What follows belongs to an exercise in optimizing a design on an open flow for small area, a short achievable clock period and few clock cycles; a production flow would make more cautious choices.
Only simulation tests tie the RTL to the original design; equivalence was not proved.
Power is estimated from default activity; no workload was simulated.

==> flow/design.v <==
module profile_gen#(parameter SPEED_BITS=50) (
    input clk,
    input rst,
    input acc_step,
    output reg busy,
    output reg done,
    output [SPEED_BITS-1:0] speed_0,
    output [SPEED_BITS-1:0] speed_1,
    output [SPEED_BITS-1:0] speed_2,
    output [SPEED_BITS-1:0] speed_3,
    output [SPEED_BITS-1:0] speed_4,
    output [SPEED_BITS-1:0] speed_5,
    output [SPEED_BITS-1:0] speed_6,
    output [SPEED_BITS-1:0] speed_7,
    input [7:0] param_addr,
    input [31:0] param_in,
    input param_write_hi,
    input param_write_lo,
    input [7:0] abort,
    output reg [7:0] pending_aborts,
    output reg [7:0] done_aborts
);
    reg [7:0] en;        
    reg [7:0] tv;        
    reg [7:0] aip;
    reg [7:0] aci;
    reg ph2;
    wire [7:0] start_ab = en & pending_aborts & ~aip;
    wire any_start = |start_ab;
    wire go_abort = acc_step & any_start;
    wire go_step = (acc_step & ~any_start) | ph2;
    wire [7:0] hit, fin;
    wire [SPEED_BITS-1:0] spd [0:7];
    assign speed_0 = spd[0];
    assign speed_1 = spd[1];
    assign speed_2 = spd[2];
    assign speed_3 = spd[3];
    assign speed_4 = spd[4];
    assign speed_5 = spd[5];
    assign speed_6 = spd[6];
    assign speed_7 = spd[7];
    wire [2:0] wch = param_addr[7:5];
    wire [4:0] wword = param_addr[4:0];
    genvar c;
    generate
        for (c = 0; c < 8; c = c + 1) begin : ch
            reg signed [63:0] V, A, J, JJ, T, AB;
            reg [SPEED_BITS-1:0] speed;
            assign spd[c] = speed;
            wire sel = (wch == c);
            wire wlo = param_write_lo & sel;
            wire whi = param_write_hi & sel;
            wire [63:0] nv, nA, nJ, abA;
            wire [SPEED_BITS-1:0] nspeed;
            wire ab_neg;
            chan_dp u_dp (.V(V), .A(A), .J(J), .JJ(JJ), .T(T), .AB(AB), .aci(aci[c]),
                          .tv(tv[c]), .aip(aip[c]), .hit(hit[c]), .fin(fin[c]), .nv(nv),
                          .nA(nA), .nJ(nJ), .nspeed(nspeed), .abA(abA), .ab_neg(ab_neg));
            wire stp = go_step & en[c];
            wire sab = go_abort & start_ab[c];
            always @(posedge clk) begin
                if (wlo && wword == 5'd3) V[31:0] <= param_in;
                else if (whi && wword == 5'd3) V[63:32] <= param_in;
                else if (stp) V <= nv;
                if (wlo && wword == 5'd4) A[31:0] <= param_in;
                else if (whi && wword == 5'd4) A[63:32] <= param_in;
                else if (sab) A <= abA;
                else if (stp) A <= nA;
                if ((wlo || whi) && wword == 5'd4) aci[c] <= 1'b0;
                else if (sab) aci[c] <= ab_neg;
                else if (stp) aci[c] <= 1'b0;
                if (wlo && wword == 5'd5) J[31:0] <= param_in;
                else if (whi && wword == 5'd5) J[63:32] <= param_in;
                else if (sab) J <= 0;
                else if (stp) J <= nJ;
                if (wlo && wword == 5'd6) JJ[31:0] <= param_in;
                else if (whi && wword == 5'd6) JJ[63:32] <= param_in;
                else if (sab || (stp && hit[c])) JJ <= 0;
                if (wlo && wword == 5'd7) T[31:0] <= param_in;
                else if (whi && wword == 5'd7) T[63:32] <= param_in;
                else if (sab) T <= 0;
                if (wlo && wword == 5'd8) AB[31:0] <= param_in;
                else if (whi && wword == 5'd8) AB[63:32] <= param_in;
                if (wlo && wword == 5'd0) begin
                    en[c] <= param_in[0];
                    tv[c] <= param_in[1];
                end else if (sab)
                    tv[c] <= 1'b1;
                if (rst)
                    speed <= 0;
                else if (stp)
                    speed <= nspeed;
            end
        end
    endgenerate
    wire [7:0] dab = go_step ? ((~en & pending_aborts) | (en & fin)) : 8'd0;
    always @(posedge clk) begin
        if (rst) begin
            busy <= 0;
            done <= 0;
            ph2 <= 0;
            done_aborts <= 0;
            pending_aborts <= 0;
            aip <= 0;
        end else begin
            busy <= go_abort;
            ph2 <= go_abort;
            done <= go_step;
            done_aborts <= dab;
            pending_aborts <= (pending_aborts | abort) & ~dab;
            aip <= (aip | (go_abort ? start_ab : 8'd0)) & ~dab;
        end
    end
endmodule
module chan_dp (
    input [63:0] V,
    input [63:0] A,
    input [63:0] J,
    input [63:0] JJ,
    input [63:0] T,
    input [63:0] AB,
    input aci,
    input tv,
    input aip,
    output hit,
    output fin,
    output [63:0] nv,
    output [63:0] nA,
    output [63:0] nJ,
    output [49:0] nspeed,
    output [63:0] abA,
    output ab_neg
);
    wire [63:0] sum;
    wire c_av;
    pg_add #(64) u_sum (.a(A), .b(V), .ci(aci), .s(sum), .co(c_av));
    wire [63:0] nT = ~T;
    wire [63:0] cs_s = A ^ V ^ nT;
    wire [63:0] cs_c = (A & V) | (A & nT) | (V & nT);
    wire [63:0] cs_y = {cs_c[62:0], aci};
    wire [63:0] unused_f;
    wire co_f;
    pg_add #(64) u_full (.a(cs_s), .b(cs_y), .ci(1'b1), .s(unused_f), .co(co_f));
    wire c_st = cs_c[63] ^ co_f ^ c_av;
    wire lt_st = (sum[63] != T[63]) ? sum[63] : ~c_st;
    wire eq_st = &(cs_s ^ cs_y);
    wire [63:0] unused_v;
    wire co_v;
    pg_add #(64) u_vt (.a(V), .b(nT), .ci(1'b1), .s(unused_v), .co(co_v));
    wire lt_vt = (V[63] != T[63]) ? V[63] : ~co_v;
    wire eq_vt = (V == T);
    wire le1 = lt_vt | eq_vt;       
    wire le4 = ~lt_vt;              
    wire le2 = ~lt_st;              
    wire le3 = lt_st | eq_st;       
    assign hit = tv & ((le1 & le2) | (le3 & le4));
    assign fin = hit & aip & eq_vt;
    assign nv = hit ? T : sum;
    wire [50:0] spT;
    wire co_t;
    pg_add #(51) u_spt (.a(T[50:0]), .b(V[50:0]), .ci(1'b0), .s(spT), .co(co_t));
    wire [49:0] spS;
    wire co_s;
    pg_add #(50) u_sps (.a(A[50:1]), .b(V[49:0]), .ci(A[0] & aci), .s(spS), .co(co_s));
    assign nspeed = hit ? spT[50:1] : spS;
    wire [63:0] aj, jjj;
    wire co_aj, co_jj;
    pg_add #(64) u_aj (.a(A), .b(J), .ci(aci), .s(aj), .co(co_aj));
    pg_add #(64) u_jj (.a(J), .b(JJ), .ci(1'b0), .s(jjj), .co(co_jj));
    assign nJ = hit ? 64'd0 : jjj;
    assign nA = hit ? 64'd0 : aj;
    wire ab_z = ~|AB;
    wire [63:0] abX = ab_z ? V : AB;
    assign ab_neg = ab_z | (~V[63] & (|V));
    assign abA = abX ^ {64{ab_neg}};
endmodule
module pg_add #(parameter N = 64, parameter L = 6) (
    input [N-1:0] a,
    input [N-1:0] b,
    input ci,
    output [N-1:0] s,
    output co
);
    wire [(L+1)*N-1:0] g;
    wire [(L+1)*N-1:0] p;
    wire [N-1:0] p0 = a ^ b;
    assign g[N-1:1] = a[N-1:1] & b[N-1:1];
    assign g[0] = (a[0] & b[0]) | (p0[0] & ci);
    assign p[N-1:0] = p0;
    genvar k, i;
    generate
        for (k = 0; k < L; k = k + 1) begin : lv
            for (i = 0; i < N; i = i + 1) begin : bt
                if ((i >> k) & 1) begin : m
                    localparam integer J = ((i >> k) << k) - 1;
                    assign g[(k+1)*N+i] = g[k*N+i] | (p[k*N+i] & g[k*N+J]);
                    assign p[(k+1)*N+i] = p[k*N+i] & p[k*N+J];
                end else begin : t
                    assign g[(k+1)*N+i] = g[k*N+i];
                    assign p[(k+1)*N+i] = p[k*N+i];
                end
            end
        end
    endgenerate
    assign s = p0 ^ {g[L*N+N-2:L*N], ci};
    assign co = g[L*N+N-1];
endmodule
export LEC_CHECK = 0
export CAP_MARGIN = 20
export CORE_MARGIN = 2
export CORE_UTILIZATION = 45
export GPL_ROUTABILITY_DRIVEN = 1
export PLACE_DENSITY = 0.6
export SLEW_MARGIN = 20
create_clock -name core_clock -period 12.0 [get_ports {clk}]
standard.sh (not shown) runs the stock make flow with config.mk's settings and CLKGATE_MAP_FILE= SYNTH_SCRIPT=/design/flow/synth_recipe.tcl, a recipe that flattens the netlist after the stock synthesis.
==> flow/flow/run.sh <==
#!/bin/bash
# Standard ORFS layout (the standard.sh, synthesis unchanged), with
# timing repair aimed below the 12 ns clock so that the achieved period,
# not only the 12 ns constraint, is optimised. Logs: flow.log here, and
# each ORFS step's own log under orfs/logs/.
set -euo pipefail
export SETUP_SLACK_MARGIN=7
bash standard.sh > flow.log 2>&1
The starting point passed the timing, DRC and antenna checks.
Testbench counts at the start, summed over its fixed seeds: cycles 1,991.
Next try:
==> flow/run.sh (new file) <==
#!/bin/bash
# synth_recipe.tcl (not shown) runs the flow's synth.tcl, then flattens the netlist and writes it again
# the make line also repeats each setting of config.mk as NAME=value (left out here)
make -C /OpenROAD-flow-scripts/flow DESIGN_CONFIG=/design/flow/config.mk WORK_HOME=/design/flow/orfs CLKGATE_MAP_FILE= SYNTH_SCRIPT=/design/flow/synth_recipe.tcl finish
SETUP_SLACK_MARGIN = 5   (was unset)
removed: flow/flow/run.sh
removed: flow/standard.sh
Effect: Now the flow completed, yet does not pass: antenna rules; global-route usage fell by 2.3 points; worst setup slack gets worse by 1.5 ns; wire length fell by roughly a tenth; sequential power barely changes; die area is unchanged; cell area fell by roughly a tenth; utilization fell by 5.0 points; sequential cell count is unchanged; clock power stays flat; non-clock buffer count fell by 1237.

## afterwards: timing with drivers on the ports
No port has a modelled driver above. Below, the same layouts with a new extraction and two added sets of constraints.
Step 1 assumes that a clkbuf_16 drives the clock port and a buf_2 every other input.
Step 2 also shifts input and output timing later by t, the mid clock arrival at the registers, as if the neighbouring blocks saw the same clock.
Three values: ideal, step 1, step 2; two values: the first two.
| run | t (ns) | setup WS [ns] | worst hold slack (ns) | worst slew at a driven data input, ns |
|---|---|---|---|---|
| the first run | 1.237 | 6.706 / 6.706 / 5.596 | 0.447 / 0.447 / 0.447 | 0.25 |
| the second run | 1.208 | 5.157 / 5.157 / 4.738 | 0.451 / 0.451 / 0.451 | 0.24 |
The setup slack of the first run, which loses most, moves by 0.000 ns with the drivers and by -1.110 ns with both steps.
